Context: an optimization exercise on an open-source flow, tuned for small area, a short achievable clock period and few clock cycles. The choices shown serve that exercise and are no tape-out recipe. Only simulation tests tie the RTL to the original design; equivalence was not proved.

### design.v
module CONVCOR(clk, rst_n, in_valid, in_a, in_b, in_mode, out_valid, out);
input clk, rst_n, in_valid, in_mode;
input [15:0] in_a, in_b;
output reg out_valid;
output reg signed [35:0] out;
reg [15:0] A1, A2, A3, B1, B2, B3;
always @(posedge clk) begin
  if (in_valid) begin
    A1 <= in_a; A2 <= A1; A3 <= A2;
    B1 <= in_b; B2 <= B1; B3 <= B2;
  end
end
reg m;
reg [3:0] cnt;
reg acc;
wire mm = (cnt == 4'd0) ? in_mode : m;
wire last = m ? (cnt == 4'd4) : (cnt == 4'd10);
wire [3:0] ncnt = (cnt == 4'd0) ? {3'd0, in_valid} : (last ? 4'd0 : cnt + 4'd1);
reg [1:0] sx, sy;
reg nacc, nvalid;
always @(*) begin
  sx = 2'd0; sy = 2'd0; nacc = 1'b0; nvalid = 1'b0;
  if (mm) begin
    nacc = (cnt == 4'd1) || (cnt == 4'd2);
    nvalid = (cnt == 4'd3);
  end else begin
    case (cnt)
      4'd1: begin sx = 2'd1; sy = 2'd0; end
      4'd2: begin sx = 2'd1; sy = 2'd2; nacc = 1'b1; end
      4'd3: begin sx = 2'd3; sy = 2'd1; end
      4'd4: begin sx = 2'd2; sy = 2'd2; nacc = 1'b1; end
      4'd5: begin sx = 2'd1; sy = 2'd3; nacc = 1'b1; end
      4'd6: begin sx = 2'd2; sy = 2'd1; end
      4'd7: begin sx = 2'd1; sy = 2'd2; nacc = 1'b1; end
      4'd8: begin sx = 2'd1; sy = 2'd1; end
      default: ;
    endcase
    nvalid = (cnt == 4'd1) || (cnt == 4'd3) || (cnt == 4'd6) || (cnt == 4'd8) || (cnt == 4'd9);
  end
end
wire [15:0] nx = (sx == 2'd0) ? in_a : (sx == 2'd1) ? A1 : (sx == 2'd2) ? A2 : A3;
wire [15:0] ny = (sy == 2'd0) ? in_b : (sy == 2'd1) ? B1 : (sy == 2'd2) ? B2 : B3;
reg [3:0] n_r_one, n_r_two, n_r_neg, n_i_one, n_i_two, n_i_neg;
integer k;
always @(*) begin
  for (k = 0; k < 4; k = k + 1) begin
    n_r_one[k] = ny[8+2*k] ^ ((k == 0) ? 1'b0 : ny[8+2*k-1]);
    n_r_two[k] = (ny[8+2*k+1] & ~ny[8+2*k] & ~((k == 0) ? 1'b0 : ny[8+2*k-1])) |
                 (~ny[8+2*k+1] & ny[8+2*k] & ((k == 0) ? 1'b0 : ny[8+2*k-1]));
    n_r_neg[k] = ny[8+2*k+1];
    n_i_one[k] = ny[2*k] ^ ((k == 0) ? 1'b0 : ny[2*k-1]);
    n_i_two[k] = (ny[2*k+1] & ~ny[2*k] & ~((k == 0) ? 1'b0 : ny[2*k-1])) |
                 (~ny[2*k+1] & ny[2*k] & ((k == 0) ? 1'b0 : ny[2*k-1]));
    n_i_neg[k] = ny[2*k+1];
  end
end
reg [7:0] xr, xi;
reg [3:0] r_one, r_two, r_neg, i_one, i_two, i_nre, i_nim;
always @(posedge clk) begin
  xr <= nx[15:8]; xi <= nx[7:0];
  r_one <= n_r_one; r_two <= n_r_two; r_neg <= n_r_neg;
  i_one <= n_i_one; i_two <= n_i_two;
  i_nre <= n_i_neg ^ {4{~mm}};
  i_nim <= n_i_neg ^ {4{mm}};
end
always @(posedge clk) begin
  if (!rst_n) begin
    cnt <= 4'd0;
    out_valid <= 1'b0;
    acc <= 1'b0;
  end else begin
    cnt <= ncnt;
    m <= mm;
    out_valid <= nvalid;
    acc <= nacc;
  end
end
wire [17:0] sre, sim;
wire prr_p0_0 = (r_one[0] & xr[0]) ^ r_neg[0];
wire prr_p0_1 = ((r_one[0] & xr[1]) | (r_two[0] & xr[0])) ^ r_neg[0];
wire prr_p0_2 = ((r_one[0] & xr[2]) | (r_two[0] & xr[1])) ^ r_neg[0];
wire prr_p0_3 = ((r_one[0] & xr[3]) | (r_two[0] & xr[2])) ^ r_neg[0];
wire prr_p0_4 = ((r_one[0] & xr[4]) | (r_two[0] & xr[3])) ^ r_neg[0];
wire prr_p0_5 = ((r_one[0] & xr[5]) | (r_two[0] & xr[4])) ^ r_neg[0];
wire prr_p0_6 = ((r_one[0] & xr[6]) | (r_two[0] & xr[5])) ^ r_neg[0];
wire prr_p0_7 = ((r_one[0] & xr[7]) | (r_two[0] & xr[6])) ^ r_neg[0];
wire prr_p0_8 = ((r_one[0] & xr[7]) | (r_two[0] & xr[7])) ^ r_neg[0];
wire prr_p1_0 = (r_one[1] & xr[0]) ^ r_neg[1];
wire prr_p1_1 = ((r_one[1] & xr[1]) | (r_two[1] & xr[0])) ^ r_neg[1];
wire prr_p1_2 = ((r_one[1] & xr[2]) | (r_two[1] & xr[1])) ^ r_neg[1];
wire prr_p1_3 = ((r_one[1] & xr[3]) | (r_two[1] & xr[2])) ^ r_neg[1];
wire prr_p1_4 = ((r_one[1] & xr[4]) | (r_two[1] & xr[3])) ^ r_neg[1];
wire prr_p1_5 = ((r_one[1] & xr[5]) | (r_two[1] & xr[4])) ^ r_neg[1];
wire prr_p1_6 = ((r_one[1] & xr[6]) | (r_two[1] & xr[5])) ^ r_neg[1];
wire prr_p1_7 = ((r_one[1] & xr[7]) | (r_two[1] & xr[6])) ^ r_neg[1];
wire prr_p1_8 = ((r_one[1] & xr[7]) | (r_two[1] & xr[7])) ^ r_neg[1];
wire prr_p2_0 = (r_one[2] & xr[0]) ^ r_neg[2];
wire prr_p2_1 = ((r_one[2] & xr[1]) | (r_two[2] & xr[0])) ^ r_neg[2];
wire prr_p2_2 = ((r_one[2] & xr[2]) | (r_two[2] & xr[1])) ^ r_neg[2];
wire prr_p2_3 = ((r_one[2] & xr[3]) | (r_two[2] & xr[2])) ^ r_neg[2];
wire prr_p2_4 = ((r_one[2] & xr[4]) | (r_two[2] & xr[3])) ^ r_neg[2];
wire prr_p2_5 = ((r_one[2] & xr[5]) | (r_two[2] & xr[4])) ^ r_neg[2];
wire prr_p2_6 = ((r_one[2] & xr[6]) | (r_two[2] & xr[5])) ^ r_neg[2];
wire prr_p2_7 = ((r_one[2] & xr[7]) | (r_two[2] & xr[6])) ^ r_neg[2];
wire prr_p2_8 = ((r_one[2] & xr[7]) | (r_two[2] & xr[7])) ^ r_neg[2];
wire prr_p3_0 = (r_one[3] & xr[0]) ^ r_neg[3];
wire prr_p3_1 = ((r_one[3] & xr[1]) | (r_two[3] & xr[0])) ^ r_neg[3];
wire prr_p3_2 = ((r_one[3] & xr[2]) | (r_two[3] & xr[1])) ^ r_neg[3];
wire prr_p3_3 = ((r_one[3] & xr[3]) | (r_two[3] & xr[2])) ^ r_neg[3];
wire prr_p3_4 = ((r_one[3] & xr[4]) | (r_two[3] & xr[3])) ^ r_neg[3];
wire prr_p3_5 = ((r_one[3] & xr[5]) | (r_two[3] & xr[4])) ^ r_neg[3];
wire prr_p3_6 = ((r_one[3] & xr[6]) | (r_two[3] & xr[5])) ^ r_neg[3];
wire prr_p3_7 = ((r_one[3] & xr[7]) | (r_two[3] & xr[6])) ^ r_neg[3];
wire prr_p3_8 = ((r_one[3] & xr[7]) | (r_two[3] & xr[7])) ^ r_neg[3];
wire pii_p0_0 = (i_one[0] & xi[0]) ^ i_nre[0];
wire pii_p0_1 = ((i_one[0] & xi[1]) | (i_two[0] & xi[0])) ^ i_nre[0];
wire pii_p0_2 = ((i_one[0] & xi[2]) | (i_two[0] & xi[1])) ^ i_nre[0];
wire pii_p0_3 = ((i_one[0] & xi[3]) | (i_two[0] & xi[2])) ^ i_nre[0];
wire pii_p0_4 = ((i_one[0] & xi[4]) | (i_two[0] & xi[3])) ^ i_nre[0];
wire pii_p0_5 = ((i_one[0] & xi[5]) | (i_two[0] & xi[4])) ^ i_nre[0];
wire pii_p0_6 = ((i_one[0] & xi[6]) | (i_two[0] & xi[5])) ^ i_nre[0];
wire pii_p0_7 = ((i_one[0] & xi[7]) | (i_two[0] & xi[6])) ^ i_nre[0];
wire pii_p0_8 = ((i_one[0] & xi[7]) | (i_two[0] & xi[7])) ^ i_nre[0];
wire pii_p1_0 = (i_one[1] & xi[0]) ^ i_nre[1];
wire pii_p1_1 = ((i_one[1] & xi[1]) | (i_two[1] & xi[0])) ^ i_nre[1];
wire pii_p1_2 = ((i_one[1] & xi[2]) | (i_two[1] & xi[1])) ^ i_nre[1];
wire pii_p1_3 = ((i_one[1] & xi[3]) | (i_two[1] & xi[2])) ^ i_nre[1];
wire pii_p1_4 = ((i_one[1] & xi[4]) | (i_two[1] & xi[3])) ^ i_nre[1];
wire pii_p1_5 = ((i_one[1] & xi[5]) | (i_two[1] & xi[4])) ^ i_nre[1];
wire pii_p1_6 = ((i_one[1] & xi[6]) | (i_two[1] & xi[5])) ^ i_nre[1];
wire pii_p1_7 = ((i_one[1] & xi[7]) | (i_two[1] & xi[6])) ^ i_nre[1];
wire pii_p1_8 = ((i_one[1] & xi[7]) | (i_two[1] & xi[7])) ^ i_nre[1];
wire pii_p2_0 = (i_one[2] & xi[0]) ^ i_nre[2];
wire pii_p2_1 = ((i_one[2] & xi[1]) | (i_two[2] & xi[0])) ^ i_nre[2];
wire pii_p2_2 = ((i_one[2] & xi[2]) | (i_two[2] & xi[1])) ^ i_nre[2];
wire pii_p2_3 = ((i_one[2] & xi[3]) | (i_two[2] & xi[2])) ^ i_nre[2];
wire pii_p2_4 = ((i_one[2] & xi[4]) | (i_two[2] & xi[3])) ^ i_nre[2];
wire pii_p2_5 = ((i_one[2] & xi[5]) | (i_two[2] & xi[4])) ^ i_nre[2];
wire pii_p2_6 = ((i_one[2] & xi[6]) | (i_two[2] & xi[5])) ^ i_nre[2];
wire pii_p2_7 = ((i_one[2] & xi[7]) | (i_two[2] & xi[6])) ^ i_nre[2];
wire pii_p2_8 = ((i_one[2] & xi[7]) | (i_two[2] & xi[7])) ^ i_nre[2];
wire pii_p3_0 = (i_one[3] & xi[0]) ^ i_nre[3];
wire pii_p3_1 = ((i_one[3] & xi[1]) | (i_two[3] & xi[0])) ^ i_nre[3];
wire pii_p3_2 = ((i_one[3] & xi[2]) | (i_two[3] & xi[1])) ^ i_nre[3];
wire pii_p3_3 = ((i_one[3] & xi[3]) | (i_two[3] & xi[2])) ^ i_nre[3];
wire pii_p3_4 = ((i_one[3] & xi[4]) | (i_two[3] & xi[3])) ^ i_nre[3];
wire pii_p3_5 = ((i_one[3] & xi[5]) | (i_two[3] & xi[4])) ^ i_nre[3];
wire pii_p3_6 = ((i_one[3] & xi[6]) | (i_two[3] & xi[5])) ^ i_nre[3];
wire pii_p3_7 = ((i_one[3] & xi[7]) | (i_two[3] & xi[6])) ^ i_nre[3];
wire pii_p3_8 = ((i_one[3] & xi[7]) | (i_two[3] & xi[7])) ^ i_nre[3];
wire pri_p0_0 = (i_one[0] & xr[0]) ^ i_nim[0];
wire pri_p0_1 = ((i_one[0] & xr[1]) | (i_two[0] & xr[0])) ^ i_nim[0];
wire pri_p0_2 = ((i_one[0] & xr[2]) | (i_two[0] & xr[1])) ^ i_nim[0];
wire pri_p0_3 = ((i_one[0] & xr[3]) | (i_two[0] & xr[2])) ^ i_nim[0];
wire pri_p0_4 = ((i_one[0] & xr[4]) | (i_two[0] & xr[3])) ^ i_nim[0];
wire pri_p0_5 = ((i_one[0] & xr[5]) | (i_two[0] & xr[4])) ^ i_nim[0];
wire pri_p0_6 = ((i_one[0] & xr[6]) | (i_two[0] & xr[5])) ^ i_nim[0];
wire pri_p0_7 = ((i_one[0] & xr[7]) | (i_two[0] & xr[6])) ^ i_nim[0];
wire pri_p0_8 = ((i_one[0] & xr[7]) | (i_two[0] & xr[7])) ^ i_nim[0];
wire pri_p1_0 = (i_one[1] & xr[0]) ^ i_nim[1];
wire pri_p1_1 = ((i_one[1] & xr[1]) | (i_two[1] & xr[0])) ^ i_nim[1];
wire pri_p1_2 = ((i_one[1] & xr[2]) | (i_two[1] & xr[1])) ^ i_nim[1];
wire pri_p1_3 = ((i_one[1] & xr[3]) | (i_two[1] & xr[2])) ^ i_nim[1];
wire pri_p1_4 = ((i_one[1] & xr[4]) | (i_two[1] & xr[3])) ^ i_nim[1];
wire pri_p1_5 = ((i_one[1] & xr[5]) | (i_two[1] & xr[4])) ^ i_nim[1];
wire pri_p1_6 = ((i_one[1] & xr[6]) | (i_two[1] & xr[5])) ^ i_nim[1];
wire pri_p1_7 = ((i_one[1] & xr[7]) | (i_two[1] & xr[6])) ^ i_nim[1];
wire pri_p1_8 = ((i_one[1] & xr[7]) | (i_two[1] & xr[7])) ^ i_nim[1];
wire pri_p2_0 = (i_one[2] & xr[0]) ^ i_nim[2];
wire pri_p2_1 = ((i_one[2] & xr[1]) | (i_two[2] & xr[0])) ^ i_nim[2];
wire pri_p2_2 = ((i_one[2] & xr[2]) | (i_two[2] & xr[1])) ^ i_nim[2];
wire pri_p2_3 = ((i_one[2] & xr[3]) | (i_two[2] & xr[2])) ^ i_nim[2];
wire pri_p2_4 = ((i_one[2] & xr[4]) | (i_two[2] & xr[3])) ^ i_nim[2];
wire pri_p2_5 = ((i_one[2] & xr[5]) | (i_two[2] & xr[4])) ^ i_nim[2];
wire pri_p2_6 = ((i_one[2] & xr[6]) | (i_two[2] & xr[5])) ^ i_nim[2];
wire pri_p2_7 = ((i_one[2] & xr[7]) | (i_two[2] & xr[6])) ^ i_nim[2];
wire pri_p2_8 = ((i_one[2] & xr[7]) | (i_two[2] & xr[7])) ^ i_nim[2];
wire pri_p3_0 = (i_one[3] & xr[0]) ^ i_nim[3];
wire pri_p3_1 = ((i_one[3] & xr[1]) | (i_two[3] & xr[0])) ^ i_nim[3];
wire pri_p3_2 = ((i_one[3] & xr[2]) | (i_two[3] & xr[1])) ^ i_nim[3];
wire pri_p3_3 = ((i_one[3] & xr[3]) | (i_two[3] & xr[2])) ^ i_nim[3];
wire pri_p3_4 = ((i_one[3] & xr[4]) | (i_two[3] & xr[3])) ^ i_nim[3];
wire pri_p3_5 = ((i_one[3] & xr[5]) | (i_two[3] & xr[4])) ^ i_nim[3];
wire pri_p3_6 = ((i_one[3] & xr[6]) | (i_two[3] & xr[5])) ^ i_nim[3];
wire pri_p3_7 = ((i_one[3] & xr[7]) | (i_two[3] & xr[6])) ^ i_nim[3];
wire pri_p3_8 = ((i_one[3] & xr[7]) | (i_two[3] & xr[7])) ^ i_nim[3];
wire pir_p0_0 = (r_one[0] & xi[0]) ^ r_neg[0];
wire pir_p0_1 = ((r_one[0] & xi[1]) | (r_two[0] & xi[0])) ^ r_neg[0];
wire pir_p0_2 = ((r_one[0] & xi[2]) | (r_two[0] & xi[1])) ^ r_neg[0];
wire pir_p0_3 = ((r_one[0] & xi[3]) | (r_two[0] & xi[2])) ^ r_neg[0];
wire pir_p0_4 = ((r_one[0] & xi[4]) | (r_two[0] & xi[3])) ^ r_neg[0];
wire pir_p0_5 = ((r_one[0] & xi[5]) | (r_two[0] & xi[4])) ^ r_neg[0];
wire pir_p0_6 = ((r_one[0] & xi[6]) | (r_two[0] & xi[5])) ^ r_neg[0];
wire pir_p0_7 = ((r_one[0] & xi[7]) | (r_two[0] & xi[6])) ^ r_neg[0];
wire pir_p0_8 = ((r_one[0] & xi[7]) | (r_two[0] & xi[7])) ^ r_neg[0];
wire pir_p1_0 = (r_one[1] & xi[0]) ^ r_neg[1];
wire pir_p1_1 = ((r_one[1] & xi[1]) | (r_two[1] & xi[0])) ^ r_neg[1];
wire pir_p1_2 = ((r_one[1] & xi[2]) | (r_two[1] & xi[1])) ^ r_neg[1];
wire pir_p1_3 = ((r_one[1] & xi[3]) | (r_two[1] & xi[2])) ^ r_neg[1];
wire pir_p1_4 = ((r_one[1] & xi[4]) | (r_two[1] & xi[3])) ^ r_neg[1];
wire pir_p1_5 = ((r_one[1] & xi[5]) | (r_two[1] & xi[4])) ^ r_neg[1];
wire pir_p1_6 = ((r_one[1] & xi[6]) | (r_two[1] & xi[5])) ^ r_neg[1];
wire pir_p1_7 = ((r_one[1] & xi[7]) | (r_two[1] & xi[6])) ^ r_neg[1];
wire pir_p1_8 = ((r_one[1] & xi[7]) | (r_two[1] & xi[7])) ^ r_neg[1];
wire pir_p2_0 = (r_one[2] & xi[0]) ^ r_neg[2];
wire pir_p2_1 = ((r_one[2] & xi[1]) | (r_two[2] & xi[0])) ^ r_neg[2];
wire pir_p2_2 = ((r_one[2] & xi[2]) | (r_two[2] & xi[1])) ^ r_neg[2];
wire pir_p2_3 = ((r_one[2] & xi[3]) | (r_two[2] & xi[2])) ^ r_neg[2];
wire pir_p2_4 = ((r_one[2] & xi[4]) | (r_two[2] & xi[3])) ^ r_neg[2];
wire pir_p2_5 = ((r_one[2] & xi[5]) | (r_two[2] & xi[4])) ^ r_neg[2];
wire pir_p2_6 = ((r_one[2] & xi[6]) | (r_two[2] & xi[5])) ^ r_neg[2];
wire pir_p2_7 = ((r_one[2] & xi[7]) | (r_two[2] & xi[6])) ^ r_neg[2];
wire pir_p2_8 = ((r_one[2] & xi[7]) | (r_two[2] & xi[7])) ^ r_neg[2];
wire pir_p3_0 = (r_one[3] & xi[0]) ^ r_neg[3];
wire pir_p3_1 = ((r_one[3] & xi[1]) | (r_two[3] & xi[0])) ^ r_neg[3];
wire pir_p3_2 = ((r_one[3] & xi[2]) | (r_two[3] & xi[1])) ^ r_neg[3];
wire pir_p3_3 = ((r_one[3] & xi[3]) | (r_two[3] & xi[2])) ^ r_neg[3];
wire pir_p3_4 = ((r_one[3] & xi[4]) | (r_two[3] & xi[3])) ^ r_neg[3];
wire pir_p3_5 = ((r_one[3] & xi[5]) | (r_two[3] & xi[4])) ^ r_neg[3];
wire pir_p3_6 = ((r_one[3] & xi[6]) | (r_two[3] & xi[5])) ^ r_neg[3];
wire pir_p3_7 = ((r_one[3] & xi[7]) | (r_two[3] & xi[6])) ^ r_neg[3];
wire pir_p3_8 = ((r_one[3] & xi[7]) | (r_two[3] & xi[7])) ^ r_neg[3];
wire tre_w1 = prr_p0_6 ^ prr_p1_4 ^ prr_p2_2;
wire tre_w2 = (prr_p0_6 & prr_p1_4) | (prr_p0_6 & prr_p2_2) | (prr_p1_4 & prr_p2_2);
wire tre_w3 = prr_p0_7 ^ prr_p1_5;
wire tre_w4 = prr_p0_7 & prr_p1_5;
wire tre_w5 = ~(prr_p0_8) ^ prr_p1_6;
wire tre_w6 = ~(prr_p0_8) & prr_p1_6;
wire tre_w7 = prr_p0_2 ^ prr_p1_0;
wire tre_w8 = prr_p0_2 & prr_p1_0;
wire tre_w9 = prr_p0_4 ^ prr_p1_2 ^ prr_p2_0;
wire tre_w10 = (prr_p0_4 & prr_p1_2) | (prr_p0_4 & prr_p2_0) | (prr_p1_2 & prr_p2_0);
wire tre_w11 = r_neg[2] ^ pii_p0_4;
wire tre_w12 = r_neg[2] & pii_p0_4;
wire tre_w13 = prr_p0_5 ^ prr_p1_3 ^ prr_p2_1;
wire tre_w14 = (prr_p0_5 & prr_p1_3) | (prr_p0_5 & prr_p2_1) | (prr_p1_3 & prr_p2_1);
wire tre_w15 = pii_p0_5 ^ pii_p1_3;
wire tre_w16 = pii_p0_5 & pii_p1_3;
wire tre_w17 = tre_w1 ^ prr_p3_0 ^ r_neg[3];
wire tre_w18 = (tre_w1 & prr_p3_0) | (tre_w1 & r_neg[3]) | (prr_p3_0 & r_neg[3]);
wire tre_w19 = pii_p0_6 ^ pii_p1_4 ^ pii_p2_2;
wire tre_w20 = (pii_p0_6 & pii_p1_4) | (pii_p0_6 & pii_p2_2) | (pii_p1_4 & pii_p2_2);
wire tre_w21 = pii_p3_0 ^ i_nre[3];
wire tre_w22 = pii_p3_0 & i_nre[3];
wire tre_w23 = tre_w2 ^ tre_w3 ^ prr_p2_3;
wire tre_w24 = (tre_w2 & tre_w3) | (tre_w2 & prr_p2_3) | (tre_w3 & prr_p2_3);
wire tre_w25 = prr_p3_1 ^ pii_p0_7 ^ pii_p1_5;
wire tre_w26 = (prr_p3_1 & pii_p0_7) | (prr_p3_1 & pii_p1_5) | (pii_p0_7 & pii_p1_5);
wire tre_w27 = pii_p2_3 ^ pii_p3_1 ^ out[25] & acc;
wire tre_w28 = (pii_p2_3 & pii_p3_1) | (pii_p2_3 & out[25] & acc) | (pii_p3_1 & out[25] & acc);
wire tre_w29 = tre_w4 ^ tre_w5 ^ prr_p2_4;
wire tre_w30 = (tre_w4 & tre_w5) | (tre_w4 & prr_p2_4) | (tre_w5 & prr_p2_4);
wire tre_w31 = prr_p3_2 ^ ~(pii_p0_8) ^ pii_p1_6;
wire tre_w32 = (prr_p3_2 & ~(pii_p0_8)) | (prr_p3_2 & pii_p1_6) | (~(pii_p0_8) & pii_p1_6);
wire tre_w33 = pii_p2_4 ^ pii_p3_2 ^ out[26] & acc;
wire tre_w34 = (pii_p2_4 & pii_p3_2) | (pii_p2_4 & out[26] & acc) | (pii_p3_2 & out[26] & acc);
wire tre_w35 = tre_w6 ^ prr_p1_7 ^ prr_p2_5;
wire tre_w36 = (tre_w6 & prr_p1_7) | (tre_w6 & prr_p2_5) | (prr_p1_7 & prr_p2_5);
wire tre_w37 = prr_p3_3 ^ pii_p1_7 ^ pii_p2_5;
wire tre_w38 = (prr_p3_3 & pii_p1_7) | (prr_p3_3 & pii_p2_5) | (pii_p1_7 & pii_p2_5);
wire tre_w39 = pii_p3_3 ^ out[27] & acc ^ 1'b1;
wire tre_w40 = (pii_p3_3 & out[27] & acc) | (pii_p3_3 & 1'b1) | (out[27] & acc & 1'b1);
wire tre_w41 = ~(prr_p1_8) ^ prr_p2_6 ^ prr_p3_4;
wire tre_w42 = (~(prr_p1_8) & prr_p2_6) | (~(prr_p1_8) & prr_p3_4) | (prr_p2_6 & prr_p3_4);
wire tre_w43 = ~(pii_p1_8) ^ pii_p2_6 ^ pii_p3_4;
wire tre_w44 = (~(pii_p1_8) & pii_p2_6) | (~(pii_p1_8) & pii_p3_4) | (pii_p2_6 & pii_p3_4);
wire tre_w45 = out[28] & acc ^ 1'b1;
wire tre_w46 = out[28] & acc & 1'b1;
wire tre_w47 = prr_p2_7 ^ prr_p3_5 ^ pii_p2_7;
wire tre_w48 = (prr_p2_7 & prr_p3_5) | (prr_p2_7 & pii_p2_7) | (prr_p3_5 & pii_p2_7);
wire tre_w49 = ~(prr_p2_8) ^ prr_p3_6;
wire tre_w50 = ~(prr_p2_8) & prr_p3_6;
wire tre_w51 = prr_p0_0 ^ r_neg[0];
wire tre_w52 = prr_p0_0 & r_neg[0];
wire tre_w53 = tre_w7 ^ r_neg[1] ^ pii_p0_2;
wire tre_w54 = (tre_w7 & r_neg[1]) | (tre_w7 & pii_p0_2) | (r_neg[1] & pii_p0_2);
wire tre_w55 = tre_w8 ^ prr_p0_3 ^ prr_p1_1;
wire tre_w56 = (tre_w8 & prr_p0_3) | (tre_w8 & prr_p1_1) | (prr_p0_3 & prr_p1_1);
wire tre_w57 = pii_p0_3 ^ pii_p1_1;
wire tre_w58 = pii_p0_3 & pii_p1_1;
wire tre_w59 = tre_w9 ^ tre_w11 ^ pii_p1_2;
wire tre_w60 = (tre_w9 & tre_w11) | (tre_w9 & pii_p1_2) | (tre_w11 & pii_p1_2);
wire tre_w61 = pii_p2_0 ^ i_nre[2] ^ out[22] & acc;
wire tre_w62 = (pii_p2_0 & i_nre[2]) | (pii_p2_0 & out[22] & acc) | (i_nre[2] & out[22] & acc);
wire tre_w63 = tre_w10 ^ tre_w12 ^ tre_w13;
wire tre_w64 = (tre_w10 & tre_w12) | (tre_w10 & tre_w13) | (tre_w12 & tre_w13);
wire tre_w65 = tre_w15 ^ pii_p2_1 ^ out[23] & acc;
wire tre_w66 = (tre_w15 & pii_p2_1) | (tre_w15 & out[23] & acc) | (pii_p2_1 & out[23] & acc);
wire tre_w67 = tre_w14 ^ tre_w16 ^ tre_w17;
wire tre_w68 = (tre_w14 & tre_w16) | (tre_w14 & tre_w17) | (tre_w16 & tre_w17);
wire tre_w69 = tre_w19 ^ tre_w21 ^ out[24] & acc;
wire tre_w70 = (tre_w19 & tre_w21) | (tre_w19 & out[24] & acc) | (tre_w21 & out[24] & acc);
wire tre_w71 = tre_w18 ^ tre_w20 ^ tre_w22;
wire tre_w72 = (tre_w18 & tre_w20) | (tre_w18 & tre_w22) | (tre_w20 & tre_w22);
wire tre_w73 = tre_w23 ^ tre_w25 ^ tre_w27;
wire tre_w74 = (tre_w23 & tre_w25) | (tre_w23 & tre_w27) | (tre_w25 & tre_w27);
wire tre_w75 = tre_w24 ^ tre_w26 ^ tre_w28;
wire tre_w76 = (tre_w24 & tre_w26) | (tre_w24 & tre_w28) | (tre_w26 & tre_w28);
wire tre_w77 = tre_w29 ^ tre_w31 ^ tre_w33;
wire tre_w78 = (tre_w29 & tre_w31) | (tre_w29 & tre_w33) | (tre_w31 & tre_w33);
wire tre_w79 = tre_w30 ^ tre_w32 ^ tre_w34;
wire tre_w80 = (tre_w30 & tre_w32) | (tre_w30 & tre_w34) | (tre_w32 & tre_w34);
wire tre_w81 = tre_w35 ^ tre_w37 ^ tre_w39;
wire tre_w82 = (tre_w35 & tre_w37) | (tre_w35 & tre_w39) | (tre_w37 & tre_w39);
wire tre_w83 = tre_w36 ^ tre_w38 ^ tre_w40;
wire tre_w84 = (tre_w36 & tre_w38) | (tre_w36 & tre_w40) | (tre_w38 & tre_w40);
wire tre_w85 = tre_w41 ^ tre_w43 ^ tre_w45;
wire tre_w86 = (tre_w41 & tre_w43) | (tre_w41 & tre_w45) | (tre_w43 & tre_w45);
wire tre_w87 = tre_w42 ^ tre_w44 ^ tre_w46;
wire tre_w88 = (tre_w42 & tre_w44) | (tre_w42 & tre_w46) | (tre_w44 & tre_w46);
wire tre_w89 = tre_w47 ^ pii_p3_5 ^ out[29] & acc;
wire tre_w90 = (tre_w47 & pii_p3_5) | (tre_w47 & out[29] & acc) | (pii_p3_5 & out[29] & acc);
wire tre_w91 = tre_w48 ^ tre_w49 ^ ~(pii_p2_8);
wire tre_w92 = (tre_w48 & tre_w49) | (tre_w48 & ~(pii_p2_8)) | (tre_w49 & ~(pii_p2_8));
wire tre_w93 = pii_p3_6 ^ out[30] & acc ^ 1'b1;
wire tre_w94 = (pii_p3_6 & out[30] & acc) | (pii_p3_6 & 1'b1) | (out[30] & acc & 1'b1);
wire tre_w95 = tre_w50 ^ prr_p3_7 ^ pii_p3_7;
wire tre_w96 = (tre_w50 & prr_p3_7) | (tre_w50 & pii_p3_7) | (prr_p3_7 & pii_p3_7);
wire tre_w97 = ~(prr_p3_8) ^ ~(pii_p3_8);
wire tre_w98 = ~(prr_p3_8) & ~(pii_p3_8);
wire tre_w99 = tre_w51 ^ pii_p0_0;
wire tre_w100 = tre_w51 & pii_p0_0;
wire tre_w101 = tre_w52 ^ prr_p0_1 ^ pii_p0_1;
wire tre_w102 = (tre_w52 & prr_p0_1) | (tre_w52 & pii_p0_1) | (prr_p0_1 & pii_p0_1);
wire tre_w103 = tre_w53 ^ pii_p1_0 ^ i_nre[1];
wire tre_w104 = (tre_w53 & pii_p1_0) | (tre_w53 & i_nre[1]) | (pii_p1_0 & i_nre[1]);
wire tre_w105 = tre_w54 ^ tre_w55 ^ tre_w57;
wire tre_w106 = (tre_w54 & tre_w55) | (tre_w54 & tre_w57) | (tre_w55 & tre_w57);
wire tre_w107 = tre_w56 ^ tre_w58 ^ tre_w59;
wire tre_w108 = (tre_w56 & tre_w58) | (tre_w56 & tre_w59) | (tre_w58 & tre_w59);
wire tre_w109 = tre_w60 ^ tre_w62 ^ tre_w63;
wire tre_w110 = (tre_w60 & tre_w62) | (tre_w60 & tre_w63) | (tre_w62 & tre_w63);
wire tre_w111 = tre_w64 ^ tre_w66 ^ tre_w67;
wire tre_w112 = (tre_w64 & tre_w66) | (tre_w64 & tre_w67) | (tre_w66 & tre_w67);
wire tre_w113 = tre_w68 ^ tre_w70 ^ tre_w71;
wire tre_w114 = (tre_w68 & tre_w70) | (tre_w68 & tre_w71) | (tre_w70 & tre_w71);
wire tre_w115 = tre_w72 ^ tre_w74 ^ tre_w75;
wire tre_w116 = (tre_w72 & tre_w74) | (tre_w72 & tre_w75) | (tre_w74 & tre_w75);
wire tre_w117 = tre_w76 ^ tre_w78 ^ tre_w79;
wire tre_w118 = (tre_w76 & tre_w78) | (tre_w76 & tre_w79) | (tre_w78 & tre_w79);
wire tre_w119 = tre_w80 ^ tre_w82 ^ tre_w83;
wire tre_w120 = (tre_w80 & tre_w82) | (tre_w80 & tre_w83) | (tre_w82 & tre_w83);
wire tre_w121 = tre_w84 ^ tre_w86 ^ tre_w87;
wire tre_w122 = (tre_w84 & tre_w86) | (tre_w84 & tre_w87) | (tre_w86 & tre_w87);
wire tre_w123 = tre_w88 ^ tre_w90 ^ tre_w91;
wire tre_w124 = (tre_w88 & tre_w90) | (tre_w88 & tre_w91) | (tre_w90 & tre_w91);
wire tre_w125 = tre_w92 ^ tre_w94 ^ tre_w95;
wire tre_w126 = (tre_w92 & tre_w94) | (tre_w92 & tre_w95) | (tre_w94 & tre_w95);
wire tre_w127 = tre_w96 ^ tre_w97 ^ out[32] & acc;
wire tre_w128 = (tre_w96 & tre_w97) | (tre_w96 & out[32] & acc) | (tre_w97 & out[32] & acc);
wire tre_w129 = tre_w99 ^ i_nre[0];
wire tre_w130 = tre_w99 & i_nre[0];
wire tre_w131 = tre_w100 ^ tre_w101 ^ out[19] & acc;
wire tre_w132 = (tre_w100 & tre_w101) | (tre_w100 & out[19] & acc) | (tre_w101 & out[19] & acc);
wire tre_w133 = tre_w102 ^ tre_w103 ^ out[20] & acc;
wire tre_w134 = (tre_w102 & tre_w103) | (tre_w102 & out[20] & acc) | (tre_w103 & out[20] & acc);
wire tre_w135 = tre_w104 ^ tre_w105 ^ out[21] & acc;
wire tre_w136 = (tre_w104 & tre_w105) | (tre_w104 & out[21] & acc) | (tre_w105 & out[21] & acc);
wire tre_w137 = tre_w106 ^ tre_w107 ^ tre_w61;
wire tre_w138 = (tre_w106 & tre_w107) | (tre_w106 & tre_w61) | (tre_w107 & tre_w61);
wire tre_w139 = tre_w108 ^ tre_w109 ^ tre_w65;
wire tre_w140 = (tre_w108 & tre_w109) | (tre_w108 & tre_w65) | (tre_w109 & tre_w65);
wire tre_w141 = tre_w110 ^ tre_w111 ^ tre_w69;
wire tre_w142 = (tre_w110 & tre_w111) | (tre_w110 & tre_w69) | (tre_w111 & tre_w69);
wire tre_w143 = tre_w112 ^ tre_w113 ^ tre_w73;
wire tre_w144 = (tre_w112 & tre_w113) | (tre_w112 & tre_w73) | (tre_w113 & tre_w73);
wire tre_w145 = tre_w114 ^ tre_w115 ^ tre_w77;
wire tre_w146 = (tre_w114 & tre_w115) | (tre_w114 & tre_w77) | (tre_w115 & tre_w77);
wire tre_w147 = tre_w116 ^ tre_w117 ^ tre_w81;
wire tre_w148 = (tre_w116 & tre_w117) | (tre_w116 & tre_w81) | (tre_w117 & tre_w81);
wire tre_w149 = tre_w118 ^ tre_w119 ^ tre_w85;
wire tre_w150 = (tre_w118 & tre_w119) | (tre_w118 & tre_w85) | (tre_w119 & tre_w85);
wire tre_w151 = tre_w120 ^ tre_w121 ^ tre_w89;
wire tre_w152 = (tre_w120 & tre_w121) | (tre_w120 & tre_w89) | (tre_w121 & tre_w89);
wire tre_w153 = tre_w122 ^ tre_w123 ^ tre_w93;
wire tre_w154 = (tre_w122 & tre_w123) | (tre_w122 & tre_w93) | (tre_w123 & tre_w93);
wire tre_w155 = tre_w124 ^ tre_w125 ^ out[31] & acc;
wire tre_w156 = (tre_w124 & tre_w125) | (tre_w124 & out[31] & acc) | (tre_w125 & out[31] & acc);
wire tre_w157 = tre_w126 ^ tre_w127 ^ 1'b1;
wire tre_w158 = (tre_w126 & tre_w127) | (tre_w126 & 1'b1) | (tre_w127 & 1'b1);
wire tre_w159 = tre_w128 ^ tre_w98 ^ out[33] & acc;
wire tre_w160 = (tre_w128 & tre_w98) | (tre_w128 & out[33] & acc) | (tre_w98 & out[33] & acc);
wire tre_w161 = out[34] & acc ^ 1'b1;
wire tre_w162 = out[34] & acc & 1'b1;
wire tre_w163 = out[35] & acc ^ 1'b1;
wire tre_w164 = out[35] & acc & 1'b1;
wire [17:0] tre_r0 = {tre_w162, tre_w160, tre_w158, tre_w156, tre_w154, tre_w152, tre_w150, tre_w148, tre_w146, tre_w144, tre_w142, tre_w140, tre_w138, tre_w136, tre_w134, tre_w132, tre_w130, tre_w129};
wire [17:0] tre_r1 = {tre_w163, tre_w161, tre_w159, tre_w157, tre_w155, tre_w153, tre_w151, tre_w149, tre_w147, tre_w145, tre_w143, tre_w141, tre_w139, tre_w137, tre_w135, tre_w133, tre_w131, out[18] & acc};
assign sre = tre_r0 + tre_r1;
wire tim_w1 = pri_p0_6 ^ pri_p1_4 ^ pri_p2_2;
wire tim_w2 = (pri_p0_6 & pri_p1_4) | (pri_p0_6 & pri_p2_2) | (pri_p1_4 & pri_p2_2);
wire tim_w3 = pri_p0_7 ^ pri_p1_5;
wire tim_w4 = pri_p0_7 & pri_p1_5;
wire tim_w5 = ~(pri_p0_8) ^ pri_p1_6;
wire tim_w6 = ~(pri_p0_8) & pri_p1_6;
wire tim_w7 = pri_p0_2 ^ pri_p1_0;
wire tim_w8 = pri_p0_2 & pri_p1_0;
wire tim_w9 = pri_p0_4 ^ pri_p1_2 ^ pri_p2_0;
wire tim_w10 = (pri_p0_4 & pri_p1_2) | (pri_p0_4 & pri_p2_0) | (pri_p1_2 & pri_p2_0);
wire tim_w11 = i_nim[2] ^ pir_p0_4;
wire tim_w12 = i_nim[2] & pir_p0_4;
wire tim_w13 = pri_p0_5 ^ pri_p1_3 ^ pri_p2_1;
wire tim_w14 = (pri_p0_5 & pri_p1_3) | (pri_p0_5 & pri_p2_1) | (pri_p1_3 & pri_p2_1);
wire tim_w15 = pir_p0_5 ^ pir_p1_3;
wire tim_w16 = pir_p0_5 & pir_p1_3;
wire tim_w17 = tim_w1 ^ pri_p3_0 ^ i_nim[3];
wire tim_w18 = (tim_w1 & pri_p3_0) | (tim_w1 & i_nim[3]) | (pri_p3_0 & i_nim[3]);
wire tim_w19 = pir_p0_6 ^ pir_p1_4 ^ pir_p2_2;
wire tim_w20 = (pir_p0_6 & pir_p1_4) | (pir_p0_6 & pir_p2_2) | (pir_p1_4 & pir_p2_2);
wire tim_w21 = pir_p3_0 ^ r_neg[3];
wire tim_w22 = pir_p3_0 & r_neg[3];
wire tim_w23 = tim_w2 ^ tim_w3 ^ pri_p2_3;
wire tim_w24 = (tim_w2 & tim_w3) | (tim_w2 & pri_p2_3) | (tim_w3 & pri_p2_3);
wire tim_w25 = pri_p3_1 ^ pir_p0_7 ^ pir_p1_5;
wire tim_w26 = (pri_p3_1 & pir_p0_7) | (pri_p3_1 & pir_p1_5) | (pir_p0_7 & pir_p1_5);
wire tim_w27 = pir_p2_3 ^ pir_p3_1 ^ out[7] & acc;
wire tim_w28 = (pir_p2_3 & pir_p3_1) | (pir_p2_3 & out[7] & acc) | (pir_p3_1 & out[7] & acc);
wire tim_w29 = tim_w4 ^ tim_w5 ^ pri_p2_4;
wire tim_w30 = (tim_w4 & tim_w5) | (tim_w4 & pri_p2_4) | (tim_w5 & pri_p2_4);
wire tim_w31 = pri_p3_2 ^ ~(pir_p0_8) ^ pir_p1_6;
wire tim_w32 = (pri_p3_2 & ~(pir_p0_8)) | (pri_p3_2 & pir_p1_6) | (~(pir_p0_8) & pir_p1_6);
wire tim_w33 = pir_p2_4 ^ pir_p3_2 ^ out[8] & acc;
wire tim_w34 = (pir_p2_4 & pir_p3_2) | (pir_p2_4 & out[8] & acc) | (pir_p3_2 & out[8] & acc);
wire tim_w35 = tim_w6 ^ pri_p1_7 ^ pri_p2_5;
wire tim_w36 = (tim_w6 & pri_p1_7) | (tim_w6 & pri_p2_5) | (pri_p1_7 & pri_p2_5);
wire tim_w37 = pri_p3_3 ^ pir_p1_7 ^ pir_p2_5;
wire tim_w38 = (pri_p3_3 & pir_p1_7) | (pri_p3_3 & pir_p2_5) | (pir_p1_7 & pir_p2_5);
wire tim_w39 = pir_p3_3 ^ out[9] & acc ^ 1'b1;
wire tim_w40 = (pir_p3_3 & out[9] & acc) | (pir_p3_3 & 1'b1) | (out[9] & acc & 1'b1);
wire tim_w41 = ~(pri_p1_8) ^ pri_p2_6 ^ pri_p3_4;
wire tim_w42 = (~(pri_p1_8) & pri_p2_6) | (~(pri_p1_8) & pri_p3_4) | (pri_p2_6 & pri_p3_4);
wire tim_w43 = ~(pir_p1_8) ^ pir_p2_6 ^ pir_p3_4;
wire tim_w44 = (~(pir_p1_8) & pir_p2_6) | (~(pir_p1_8) & pir_p3_4) | (pir_p2_6 & pir_p3_4);
wire tim_w45 = out[10] & acc ^ 1'b1;
wire tim_w46 = out[10] & acc & 1'b1;
wire tim_w47 = pri_p2_7 ^ pri_p3_5 ^ pir_p2_7;
wire tim_w48 = (pri_p2_7 & pri_p3_5) | (pri_p2_7 & pir_p2_7) | (pri_p3_5 & pir_p2_7);
wire tim_w49 = ~(pri_p2_8) ^ pri_p3_6;
wire tim_w50 = ~(pri_p2_8) & pri_p3_6;
wire tim_w51 = pri_p0_0 ^ i_nim[0];
wire tim_w52 = pri_p0_0 & i_nim[0];
wire tim_w53 = tim_w7 ^ i_nim[1] ^ pir_p0_2;
wire tim_w54 = (tim_w7 & i_nim[1]) | (tim_w7 & pir_p0_2) | (i_nim[1] & pir_p0_2);
wire tim_w55 = tim_w8 ^ pri_p0_3 ^ pri_p1_1;
wire tim_w56 = (tim_w8 & pri_p0_3) | (tim_w8 & pri_p1_1) | (pri_p0_3 & pri_p1_1);
wire tim_w57 = pir_p0_3 ^ pir_p1_1;
wire tim_w58 = pir_p0_3 & pir_p1_1;
wire tim_w59 = tim_w9 ^ tim_w11 ^ pir_p1_2;
wire tim_w60 = (tim_w9 & tim_w11) | (tim_w9 & pir_p1_2) | (tim_w11 & pir_p1_2);
wire tim_w61 = pir_p2_0 ^ r_neg[2] ^ out[4] & acc;
wire tim_w62 = (pir_p2_0 & r_neg[2]) | (pir_p2_0 & out[4] & acc) | (r_neg[2] & out[4] & acc);
wire tim_w63 = tim_w10 ^ tim_w12 ^ tim_w13;
wire tim_w64 = (tim_w10 & tim_w12) | (tim_w10 & tim_w13) | (tim_w12 & tim_w13);
wire tim_w65 = tim_w15 ^ pir_p2_1 ^ out[5] & acc;
wire tim_w66 = (tim_w15 & pir_p2_1) | (tim_w15 & out[5] & acc) | (pir_p2_1 & out[5] & acc);
wire tim_w67 = tim_w14 ^ tim_w16 ^ tim_w17;
wire tim_w68 = (tim_w14 & tim_w16) | (tim_w14 & tim_w17) | (tim_w16 & tim_w17);
wire tim_w69 = tim_w19 ^ tim_w21 ^ out[6] & acc;
wire tim_w70 = (tim_w19 & tim_w21) | (tim_w19 & out[6] & acc) | (tim_w21 & out[6] & acc);
wire tim_w71 = tim_w18 ^ tim_w20 ^ tim_w22;
wire tim_w72 = (tim_w18 & tim_w20) | (tim_w18 & tim_w22) | (tim_w20 & tim_w22);
wire tim_w73 = tim_w23 ^ tim_w25 ^ tim_w27;
wire tim_w74 = (tim_w23 & tim_w25) | (tim_w23 & tim_w27) | (tim_w25 & tim_w27);
wire tim_w75 = tim_w24 ^ tim_w26 ^ tim_w28;
wire tim_w76 = (tim_w24 & tim_w26) | (tim_w24 & tim_w28) | (tim_w26 & tim_w28);
wire tim_w77 = tim_w29 ^ tim_w31 ^ tim_w33;
wire tim_w78 = (tim_w29 & tim_w31) | (tim_w29 & tim_w33) | (tim_w31 & tim_w33);
wire tim_w79 = tim_w30 ^ tim_w32 ^ tim_w34;
wire tim_w80 = (tim_w30 & tim_w32) | (tim_w30 & tim_w34) | (tim_w32 & tim_w34);
wire tim_w81 = tim_w35 ^ tim_w37 ^ tim_w39;
wire tim_w82 = (tim_w35 & tim_w37) | (tim_w35 & tim_w39) | (tim_w37 & tim_w39);
wire tim_w83 = tim_w36 ^ tim_w38 ^ tim_w40;
wire tim_w84 = (tim_w36 & tim_w38) | (tim_w36 & tim_w40) | (tim_w38 & tim_w40);
wire tim_w85 = tim_w41 ^ tim_w43 ^ tim_w45;
wire tim_w86 = (tim_w41 & tim_w43) | (tim_w41 & tim_w45) | (tim_w43 & tim_w45);
wire tim_w87 = tim_w42 ^ tim_w44 ^ tim_w46;
wire tim_w88 = (tim_w42 & tim_w44) | (tim_w42 & tim_w46) | (tim_w44 & tim_w46);
wire tim_w89 = tim_w47 ^ pir_p3_5 ^ out[11] & acc;
wire tim_w90 = (tim_w47 & pir_p3_5) | (tim_w47 & out[11] & acc) | (pir_p3_5 & out[11] & acc);
wire tim_w91 = tim_w48 ^ tim_w49 ^ ~(pir_p2_8);
wire tim_w92 = (tim_w48 & tim_w49) | (tim_w48 & ~(pir_p2_8)) | (tim_w49 & ~(pir_p2_8));
wire tim_w93 = pir_p3_6 ^ out[12] & acc ^ 1'b1;
wire tim_w94 = (pir_p3_6 & out[12] & acc) | (pir_p3_6 & 1'b1) | (out[12] & acc & 1'b1);
wire tim_w95 = tim_w50 ^ pri_p3_7 ^ pir_p3_7;
wire tim_w96 = (tim_w50 & pri_p3_7) | (tim_w50 & pir_p3_7) | (pri_p3_7 & pir_p3_7);
wire tim_w97 = ~(pri_p3_8) ^ ~(pir_p3_8);
wire tim_w98 = ~(pri_p3_8) & ~(pir_p3_8);
wire tim_w99 = tim_w51 ^ pir_p0_0;
wire tim_w100 = tim_w51 & pir_p0_0;
wire tim_w101 = tim_w52 ^ pri_p0_1 ^ pir_p0_1;
wire tim_w102 = (tim_w52 & pri_p0_1) | (tim_w52 & pir_p0_1) | (pri_p0_1 & pir_p0_1);
wire tim_w103 = tim_w53 ^ pir_p1_0 ^ r_neg[1];
wire tim_w104 = (tim_w53 & pir_p1_0) | (tim_w53 & r_neg[1]) | (pir_p1_0 & r_neg[1]);
wire tim_w105 = tim_w54 ^ tim_w55 ^ tim_w57;
wire tim_w106 = (tim_w54 & tim_w55) | (tim_w54 & tim_w57) | (tim_w55 & tim_w57);
wire tim_w107 = tim_w56 ^ tim_w58 ^ tim_w59;
wire tim_w108 = (tim_w56 & tim_w58) | (tim_w56 & tim_w59) | (tim_w58 & tim_w59);
wire tim_w109 = tim_w60 ^ tim_w62 ^ tim_w63;
wire tim_w110 = (tim_w60 & tim_w62) | (tim_w60 & tim_w63) | (tim_w62 & tim_w63);
wire tim_w111 = tim_w64 ^ tim_w66 ^ tim_w67;
wire tim_w112 = (tim_w64 & tim_w66) | (tim_w64 & tim_w67) | (tim_w66 & tim_w67);
wire tim_w113 = tim_w68 ^ tim_w70 ^ tim_w71;
wire tim_w114 = (tim_w68 & tim_w70) | (tim_w68 & tim_w71) | (tim_w70 & tim_w71);
wire tim_w115 = tim_w72 ^ tim_w74 ^ tim_w75;
wire tim_w116 = (tim_w72 & tim_w74) | (tim_w72 & tim_w75) | (tim_w74 & tim_w75);
wire tim_w117 = tim_w76 ^ tim_w78 ^ tim_w79;
wire tim_w118 = (tim_w76 & tim_w78) | (tim_w76 & tim_w79) | (tim_w78 & tim_w79);
wire tim_w119 = tim_w80 ^ tim_w82 ^ tim_w83;
wire tim_w120 = (tim_w80 & tim_w82) | (tim_w80 & tim_w83) | (tim_w82 & tim_w83);
wire tim_w121 = tim_w84 ^ tim_w86 ^ tim_w87;
wire tim_w122 = (tim_w84 & tim_w86) | (tim_w84 & tim_w87) | (tim_w86 & tim_w87);
wire tim_w123 = tim_w88 ^ tim_w90 ^ tim_w91;
wire tim_w124 = (tim_w88 & tim_w90) | (tim_w88 & tim_w91) | (tim_w90 & tim_w91);
wire tim_w125 = tim_w92 ^ tim_w94 ^ tim_w95;
wire tim_w126 = (tim_w92 & tim_w94) | (tim_w92 & tim_w95) | (tim_w94 & tim_w95);
wire tim_w127 = tim_w96 ^ tim_w97 ^ out[14] & acc;
wire tim_w128 = (tim_w96 & tim_w97) | (tim_w96 & out[14] & acc) | (tim_w97 & out[14] & acc);
wire tim_w129 = tim_w99 ^ r_neg[0];
wire tim_w130 = tim_w99 & r_neg[0];
wire tim_w131 = tim_w100 ^ tim_w101 ^ out[1] & acc;
wire tim_w132 = (tim_w100 & tim_w101) | (tim_w100 & out[1] & acc) | (tim_w101 & out[1] & acc);
wire tim_w133 = tim_w102 ^ tim_w103 ^ out[2] & acc;
wire tim_w134 = (tim_w102 & tim_w103) | (tim_w102 & out[2] & acc) | (tim_w103 & out[2] & acc);
wire tim_w135 = tim_w104 ^ tim_w105 ^ out[3] & acc;
wire tim_w136 = (tim_w104 & tim_w105) | (tim_w104 & out[3] & acc) | (tim_w105 & out[3] & acc);
wire tim_w137 = tim_w106 ^ tim_w107 ^ tim_w61;
wire tim_w138 = (tim_w106 & tim_w107) | (tim_w106 & tim_w61) | (tim_w107 & tim_w61);
wire tim_w139 = tim_w108 ^ tim_w109 ^ tim_w65;
wire tim_w140 = (tim_w108 & tim_w109) | (tim_w108 & tim_w65) | (tim_w109 & tim_w65);
wire tim_w141 = tim_w110 ^ tim_w111 ^ tim_w69;
wire tim_w142 = (tim_w110 & tim_w111) | (tim_w110 & tim_w69) | (tim_w111 & tim_w69);
wire tim_w143 = tim_w112 ^ tim_w113 ^ tim_w73;
wire tim_w144 = (tim_w112 & tim_w113) | (tim_w112 & tim_w73) | (tim_w113 & tim_w73);
wire tim_w145 = tim_w114 ^ tim_w115 ^ tim_w77;
wire tim_w146 = (tim_w114 & tim_w115) | (tim_w114 & tim_w77) | (tim_w115 & tim_w77);
wire tim_w147 = tim_w116 ^ tim_w117 ^ tim_w81;
wire tim_w148 = (tim_w116 & tim_w117) | (tim_w116 & tim_w81) | (tim_w117 & tim_w81);
wire tim_w149 = tim_w118 ^ tim_w119 ^ tim_w85;
wire tim_w150 = (tim_w118 & tim_w119) | (tim_w118 & tim_w85) | (tim_w119 & tim_w85);
wire tim_w151 = tim_w120 ^ tim_w121 ^ tim_w89;
wire tim_w152 = (tim_w120 & tim_w121) | (tim_w120 & tim_w89) | (tim_w121 & tim_w89);
wire tim_w153 = tim_w122 ^ tim_w123 ^ tim_w93;
wire tim_w154 = (tim_w122 & tim_w123) | (tim_w122 & tim_w93) | (tim_w123 & tim_w93);
wire tim_w155 = tim_w124 ^ tim_w125 ^ out[13] & acc;
wire tim_w156 = (tim_w124 & tim_w125) | (tim_w124 & out[13] & acc) | (tim_w125 & out[13] & acc);
wire tim_w157 = tim_w126 ^ tim_w127 ^ 1'b1;
wire tim_w158 = (tim_w126 & tim_w127) | (tim_w126 & 1'b1) | (tim_w127 & 1'b1);
wire tim_w159 = tim_w128 ^ tim_w98 ^ out[15] & acc;
wire tim_w160 = (tim_w128 & tim_w98) | (tim_w128 & out[15] & acc) | (tim_w98 & out[15] & acc);
wire tim_w161 = out[16] & acc ^ 1'b1;
wire tim_w162 = out[16] & acc & 1'b1;
wire tim_w163 = out[17] & acc ^ 1'b1;
wire tim_w164 = out[17] & acc & 1'b1;
wire [17:0] tim_r0 = {tim_w162, tim_w160, tim_w158, tim_w156, tim_w154, tim_w152, tim_w150, tim_w148, tim_w146, tim_w144, tim_w142, tim_w140, tim_w138, tim_w136, tim_w134, tim_w132, tim_w130, tim_w129};
wire [17:0] tim_r1 = {tim_w163, tim_w161, tim_w159, tim_w157, tim_w155, tim_w153, tim_w151, tim_w149, tim_w147, tim_w145, tim_w143, tim_w141, tim_w139, tim_w137, tim_w135, tim_w133, tim_w131, out[0] & acc};
assign sim = tim_r0 + tim_r1;
always @(posedge clk) out <= {sre, sim};
endmodule
### run.sh
#!/bin/bash
# synth_recipe.tcl (not shown) runs the flow's synth.tcl, then flattens the netlist and writes it again
# the make line also repeats each setting of config.mk as NAME=value (left out here)
make -C /OpenROAD-flow-scripts/flow DESIGN_CONFIG=/design/flow/config.mk WORK_HOME=/design/flow/orfs CLKGATE_MAP_FILE= SYNTH_SCRIPT=/design/flow/synth_recipe.tcl finish
### config.mk
export PLATFORM = sky130hd
export DESIGN_NAME = CONVCOR
export DESIGN_NICKNAME = CONVCOR
export VERILOG_FILES = /design/flow/design.v
export SDC_FILE = /design/flow/constraint.sdc
export NUM_CORES = 4
export LEC_CHECK = 0
export CAP_MARGIN = 20
export CORE_MARGIN = 2
export CORE_UTILIZATION = 40
export SLEW_MARGIN = 20
### constraint.sdc
create_clock -name core_clock -period 12.5 [get_ports {clk}]
set_input_delay 2.5000 -clock core_clock [delete_from_list [all_inputs] [get_ports {clk}]]
set_output_delay 2.5000 -clock core_clock [all_outputs]
set_load 0.01 [all_outputs]
==> run summary, run 1 <==
final WL between 30000 and 40000 um; final setup margin 7.01 ns; Resized cells post-CTS 0; average instance area after synthesis 10.7 um^2; gate count of the mapped netlist 1301; number of antenna cells inserted 0; CTS root buffer sky130_fd_sc_hd__clkbuf_16; fraction of registers with async set/reset 0%; core area 34500 um^2; wire length of the first global-routing pass 52400 um; post-synth cell types between 60 and 70; global-route total usage across every layer between 10% and 20%; fin crit share 44.0%; status finished clean; cell area after technology mapping 14000 um^2; CP required 12.85 ns; TritonCTS Sinks 183; slew of the pin with the lowest slew margin just over 1 ns; via count of the first global-routing pass between 9000 and 10000; cell repeated most along the worst path sky130_fd_sc_hd__fa_1; Final Instance Count excl. Fillers 1782; CTS Buf Count 17; top_reg_cell synth sky130_fd_sc_hd__edfxtp_1; routed wire length per instance 18.0 um; complex-gate fraction of the synthesized area 14.5%; DRC violation count after routing 0; dominant combinational cell family by area after synthesis adder cells; Port-buffer cells 72; reported max-cap violation count 0; max_slew headroom 31.8%; hold bufs inserted after CTS 0; Critical Path Max Stage Delay between 0.7 and 0.8 ns; slowest library cell on the worst path sky130_fd_sc_hd__dfxtp_1; DR iter-0 viols 730; worst-path maximum fanout 18; area share of and/or/nand/nor cells after synthesis around 6.6%; unrepaired setup endpoints after global routing false; average vias per placed instance between 5 and 6; total vias in the final route 9671; number of max-slew violations in the final report 0; number of nets with antenna violations after detailed routing 0; number of H-tree branching levels 4; top cells by area, synth sky130_fd_sc_hd__edfxtp_1 21%, sky130_fd_sc_hd__fa_1 15%, sky130_fd_sc_hd__dfxtp_1 12%, sky130_fd_sc_hd__xnor2_1 9.2%, sky130_fd_sc_hd__ha_1 7.6%; Placed Cells 1750; row count 68; layout cell share with drive strength beyond 1 slightly above 7%; clock tree skew after final layout about 0.012 ns; Fill cells 3235; min-delay worst type flop to flop; post-CTS setup repair buffer count 0; largest net degree at the start of global routing 89; overflow left after global routing 0; post-placement worst setup slack 7.03 ns; EDFF count, synth just under 100; x dimension of the die 191 um; highest clock frequency the design can meet 182 MHz; Net Count, Synth ~1500; share of the synthesized area in the top cell type 20.9%; time the worst path needs with I/O delays and setup 5.49 ns; xor and xnor area share after synthesis 13.0%; most frequent cells after synthesis 146 x sky130_fd_sc_hd__xnor2_1, 121 x sky130_fd_sc_hd__a22oi_1, 121 x sky130_fd_sc_hd__inv_1, 102 x sky130_fd_sc_hd__fa_1, 97 x sky130_fd_sc_hd__edfxtp_1; multiplexer share of the synthesized area under 10%; adder and majority cell fraction of the synthesized area between 20 and 25%; Area growth syn-to-layout 11.7%; first-pass iteration count of the detailed router 6; clock latency at the later pin of the worst-skew pair ~0.45 ns; Starting Density 40.5%; most numerous cell in the Yosys netlist sky130_fd_sc_hd__xnor2_1; kind of start point of the critical path flop; endpoint kind of the worst setup timing path flop; I/O pin count 73; final-stage net count 1537; sequence of cells on the critical path a22oi_1 > xnor2_1 > fa_1 > xnor2_1 > fa_1 > inv_1 > fa_1 > inv_1 > fa_1 > ha_1 > a2111oi_0 > a21oi_1 > o22ai_1 > o21ai_0 > a32o_1; warning count from the yosys run 1; routability cong. between 0.8 and 0.9; overall die height 191 um; Final HPWL DP 23600 um; maximum count of clock buffers along a single path 2; Setup Crit Path Kind flop to flop; total die area 36400 um^2; setup-violating endpoint count in the final report 0; total count of hold-check failures in the final report 0; proportion of synthesized chip area in sequential cells 33.2%; Worst Path Arrival approximately 6 ns; register bit total from synthesis 183; Reg clk slew, reported paths 0.08 ns; area leader, netlist sky130_fd_sc_hd__edfxtp_1; initial antenna violation count 0; setup_tns 0 ns; clock tree from TritonCTS yes
==> sequential cells by signal (all words and copies together) (netlist names), 8 cells and up <==
name and cells:
xr 8, B1 16, A3 16, A1 16
A2 16, B3 16, xi 8, out 36
B2 16
==> metrics by stage <==
step	cell area, um^2	hold slack [ns]	util (%)
after floorplan	14000	0.417	-
after global routing	15600	0.451	45.3
after detailed placement	15000	0.429	43.4
final	15600	0.438	45.3
after CTS	15600	0.439	45.2
after global placement	15000	0.425	43.4
==> kinds of logic after synthesis <==
family / Yosys count
buffers and inverters: 210
xor gates and xnor gates: 207
AOI/OAI and AO/OA: 287
adders and majority gates: 187
muxes: 43
and+or+nand+nor: 184
DFF: 183
==> worst max-delay path: cells and delay by family, from the launching register on <==
kind	cells	cell delay, ns
buf+inv	2	0.11
flops	1	0.71
xor+xnor	2	0.36
fa+ha+maj	5	2.39
compound gates	6	1.81
==> final cells by class <==
class	count	area (um^2)	area share, %
clock buffers	21	493	3.16
clock inverters	11	128	0.818
inverters	124	465	2.98
multi-input cells	908	8520	54.6
flip-flops and latches	183	4640	29.7
well taps	455	569	3.65
repair buffers	80	786	5.04
==> placed cells by master (no fill, tap or decap), types with 12 or more instances in the layout <==
cell type	instances
sky130_fd_sc_hd__mux4_2	16
sky130_fd_sc_hd__o21bai_1	14
sky130_fd_sc_hd__clkdlybuf4s50_1	71
sky130_fd_sc_hd__xnor2_1	146
sky130_fd_sc_hd__nor2_1	36
sky130_fd_sc_hd__or2_2	12
sky130_fd_sc_hd__nand2_1	67
sky130_fd_sc_hd__a22oi_1	121
sky130_fd_sc_hd__mux2i_1	15
sky130_fd_sc_hd__nand2b_1	17
sky130_fd_sc_hd__a21o_1	14
sky130_fd_sc_hd__inv_1	121
sky130_fd_sc_hd__dfxtp_1	84
sky130_fd_sc_hd__edfxtp_1	97
sky130_fd_sc_hd__clkbuf_16	19
sky130_fd_sc_hd__xor2_1	61
sky130_fd_sc_hd__a21oi_1	42
sky130_fd_sc_hd__ha_1	85
sky130_fd_sc_hd__mux2_2	12
sky130_fd_sc_hd__fa_1	102
sky130_fd_sc_hd__o21ai_0	38
==> final timing paths <==
path | start | endpoint | slack (ns) | depth (start not counted)
worst min register to register | B2[1]$_DFFE_PP_ | B3[1]$_DFFE_PP_ | 0.44 | 0
worst min-delay path | B2[1]$_DFFE_PP_ | B3[1]$_DFFE_PP_ | 0.44 | 0
worst max register to register | i_one[2]$_DFF_P_ | out[15]$_DFF_P_ | 7.01 | 15
worst max-delay path | i_one[2]$_DFF_P_ | out[15]$_DFF_P_ | 7.01 | 15
==> per-layer routing <==
| metal | vias up | GRT usage (%) | routed length, um |
|---|---|---|---|
| met2 | 313 | 29.9 | 15100 |
| met5 | - | 0 | 0 |
| met1 | 4798 | 25.6 | 14500 |
| met3 | 28 | 3.24 | 2070 |
| met4 | 0 | 4.35 | 424 |
| li1 | 4532 | - | - |
Testbench counts, summed over its fixed seeds: cycles 12,944.
==> run 2, diff against run 1 <==
==> flow/run.sh (new file) <==
#!/bin/bash
set -euo pipefail
bash standard.sh SETUP_SLACK_MARGIN=8 finish > standard_flow.log 2>&1
==> standard.sh (new file) <==
#!/bin/bash
# synth_recipe.tcl (not shown) runs the flow's synth.tcl, then flattens the netlist and writes it again
# the make line also repeats each setting of config.mk as NAME=value (left out here)
make -C /OpenROAD-flow-scripts/flow DESIGN_CONFIG=/design/flow/config.mk WORK_HOME=/design/flow/orfs CLKGATE_MAP_FILE= SYNTH_SCRIPT=/design/flow/synth_recipe.tcl "${@:-finish}"
removed: run.sh
==> run 2 against run 1 <==
  * Critical path depth grew 1
  * Still clean on timing, DRC and antenna
  * Via count grew 5.6%
  * First-iteration DRC count grew 19%
  * Cell area grew 9.4%
  * Area after synthesis is the same
  * Die area is the same
  * Largest cell class unchanged
  * Sequential share of layout area shrank 1.8 points
==> run summary, run 2 <==
wire length of the first global-routing pass 56300 um; CTS Buf Count 17; worst-path maximum fanout 6; final WL 35100 um; clock tree skew after final layout 0.0203 ns; Starting Density 40.5%; hold path start A2[6]$_DFFE_PP_; first-pass iteration count of the detailed router 5; slew of the pin with the lowest slew margin 1.08 ns; average instance area after synthesis 10.7 um^2; area leader, netlist sky130_fd_sc_hd__edfxtp_1; critical path startpoint xr[6]$_DFF_P_; total vias in the final route 10200; routability cong. 0.804; most numerous cell in the Yosys netlist sky130_fd_sc_hd__xnor2_1; largest reg by FF count out; DRC violation count after routing 0; max_slew headroom 27.7%; proportion of synthesized chip area in sequential cells 33.2%; core area 34500 um^2; top cells by area, synth sky130_fd_sc_hd__edfxtp_1 21%, sky130_fd_sc_hd__fa_1 15%, sky130_fd_sc_hd__dfxtp_1 12%, sky130_fd_sc_hd__xnor2_1 9.2%, sky130_fd_sc_hd__ha_1 7.6%; Reg clk slew, reported paths 0.09 ns; final-stage net count 1626; CP required 12.86 ns; initial antenna violation count 0; DR iter-0 viols roughly 870; I/O pin count 73; fraction of registers with async set/reset 0%; most frequent cells after synthesis 146 x sky130_fd_sc_hd__xnor2_1, 121 x sky130_fd_sc_hd__a22oi_1, 121 x sky130_fd_sc_hd__inv_1, 102 x sky130_fd_sc_hd__fa_1, 97 x sky130_fd_sc_hd__edfxtp_1; unrepaired setup endpoints after global routing true; total die area 36400 um^2; min-delay worst type flop to flop; clock tree from TritonCTS yes; Final HPWL DP around 24000 um; overall die height 191 um; time the worst path needs with I/O delays and setup 4.67 ns; most common library cell in the layout ignoring fill and taps sky130_fd_sc_hd__xnor2_1; clock latency at the later pin of the worst-skew pair 0.47 ns; number of flip-flops under the largest register name 36; Max Used Layer met4; row count 68; warning count from the yosys run 1; Port-buffer cells 72; Setup Crit Path Kind flop to flop; total length of routed met2 wires 16500 um; Area growth syn-to-layout 22.3%; global-route total usage across every layer around a fifth; endpoint kind of the worst setup timing path flop; number of H-tree branching levels 4; routed wire length per instance 18.8 um; overflow left after global routing 0; number of nets with antenna violations after detailed routing 0; register bit total from synthesis approximately 180; Net Count, Synth between 1500 and 2000; via count of the first global-routing pass between 10000 and 15000; largest net degree at the start of global routing 86; total count of hold-check failures in the final report 0; CTS root buffer sky130_fd_sc_hd__clkbuf_16; status finished clean; Worst Path Arrival 5.03 ns; setup-violating endpoint count in the final report 0; number of max-slew violations in the final report 0; setup_tns 0 ns; detailed route wirelength on metal3 roughly 2000 um; number of antenna cells inserted 0; maximum count of clock buffers along a single path 2; layout cell share with drive strength beyond 1 approximately 23%; highest clock frequency the design can meet roughly 210 MHz; cell area after technology mapping 14000 um^2; fin crit share 37.3%; Final Instance Count excl. Fillers 1871; gate count of the mapped netlist between 1000 and 1500; Placed Cells 1749; most frequent cells in the layout 134 x sky130_fd_sc_hd__xnor2_1, 112 x sky130_fd_sc_hd__inv_1, 100 x sky130_fd_sc_hd__a22oi_1, 97 x sky130_fd_sc_hd__edfxtp_1, 95 x sky130_fd_sc_hd__fa_1; top_reg_cell synth sky130_fd_sc_hd__edfxtp_1; reported max-cap violation count 0; TritonCTS Sinks between 150 and 200; kind of start point of the critical path flop; start of the worst register-to-register path xr[6]$_DFF_P_; x dimension of the die 191 um; post-synth cell types 68; average vias per placed instance 5.46; wl on met1 between 15000 and 20000 um; share of the synthesized area in the top cell type 20.9%; EDFF count, synth 97; Fill cells 3125
run 2: cell counts after synthesis:
No cell type changed its count.
run 2: metal layers:
layer	track usage, %	vias up
li1	-	4722
met1	27.2	5096
met2	32.1	323
met3	3.59	69
met4	7.10	0
met5	0.412	-
run 2: cell families (layout without fill, tap and decap cells):
logic type | Yosys count | count (layout) | synth area share (%)
flip-flops | 183 | 183 | 33.2
buffers and inverters | 210 | 325 | 5.91
adder cells (fa/ha/maj) | 187 | 187 | 22.2
AO/OA/AOI/OAI | 287 | 287 | 14.5
multiplexers | 43 | 43 | 4.62
AND/OR/NAND/NOR | 184 | 184 | 6.56
XOR/XNOR | 207 | 207 | 13.0
run 2: timing repair:
| item | 4_1_cts | 5_1_grt |
|---|---|---|
| resized for setup | 106 | 85 |
| buffers inserted | 65 | 25 |
| hold buffers | 0 | 0 |
| pin swaps | 13 | 74 |
| endpoints found under the setup margin | 23 | 23 |
run 2: cell type report:
cell class / count / area [um^2] / area share (%)
clock buffer: 18 / 450 / 2.64
clock inverter: 14 / 150 / 0.880
inverter: 124 / 468 / 2.74
multi-input combinational: 908 / 9150 / 53.6
sequential: 183 / 4770 / 28.0
tap: 455 / 569 / 3.34
timing repair buffer: 169 / 1510 / 8.85
run 2: worst max-delay path, cell delays in order, from the launching register on:
cell and delay (ns):
sky130_fd_sc_hd__dfxtp_4 0.40, sky130_fd_sc_hd__a22oi_2 0.21, sky130_fd_sc_hd__xnor2_2 0.10, sky130_fd_sc_hd__fa_2 0.39, sky130_fd_sc_hd__fa_2 0.52, sky130_fd_sc_hd__inv_1 0.05, sky130_fd_sc_hd__fa_2 0.33, sky130_fd_sc_hd__fa_1 0.45
sky130_fd_sc_hd__fa_1 0.51, sky130_fd_sc_hd__inv_2 0.05, sky130_fd_sc_hd__ha_4 0.16, sky130_fd_sc_hd__or3_4 0.37, sky130_fd_sc_hd__o21ba_4 0.22, sky130_fd_sc_hd__o21ai_0 0.06, sky130_fd_sc_hd__a21o_1 0.18, sky130_fd_sc_hd__or4_1 0.39
sky130_fd_sc_hd__and4_1 0.15
run 2: worst paths after layout:
check	depth (start not counted)	slack, ns	to
setup / recovery	16	7.83	out[35]$_DFF_P_
hold / removal	0	0.44	A3[6]$_DFFE_PP_
setup reg to reg	16	7.83	out[35]$_DFF_P_
hold reg to reg	0	0.44	A3[6]$_DFFE_PP_
run 2: through the flow:
step | setup slack (ns) | hold WS, ns | utilization, % | instance area, um^2
after global routing | 7.64 | 0.449 | 49.5 | 17100
after CTS | 7.84 | 0.440 | 47.9 | 16500
final | 7.83 | 0.440 | 49.5 | 17100
after global placement | 7.13 | 0.423 | 43.8 | 15100
after detailed placement | 7.03 | 0.427 | 43.8 | 15100
after floorplan | 7.78 | 0.417 | - | 14200

## static timing again, ports no longer ideal
The flow's constraints put no driver on any port. The routed layouts listed below were extracted and timed again, unchanged, in two steps. Step 1, drivers: a clkbuf_16 drives clk and a buf_2 each remaining input, both assumed. Step 2 times the ports against the registers' clock, not the clock port: input delays grow and output delays shrink by t, the midpoint of the rising clock arrivals with the driver on. a / b / c = ideal ports / drivers / drivers and shift; a / b = the first two.
| run | t, ns | slack for setup (ns) | worst hold slack (ns) | worst setup path after step 2 | pins driven straight from the clock port |
|---|---|---|---|---|---|
| run 1 | 0.497 | 7.006 / 7.006 / 7.006 | 0.438 / 0.438 / 0.438 | register to register | 1 |
| run 2 | 0.508 | 7.833 / 7.833 / 7.681 | 0.440 / 0.440 / 0.440 | input to register | 1 |
After both steps setup and hold are still met in every run listed. For run 2, which loses most, drivers alone change the setup slack by 0.000 ns; drivers and shift together by -0.152 ns.
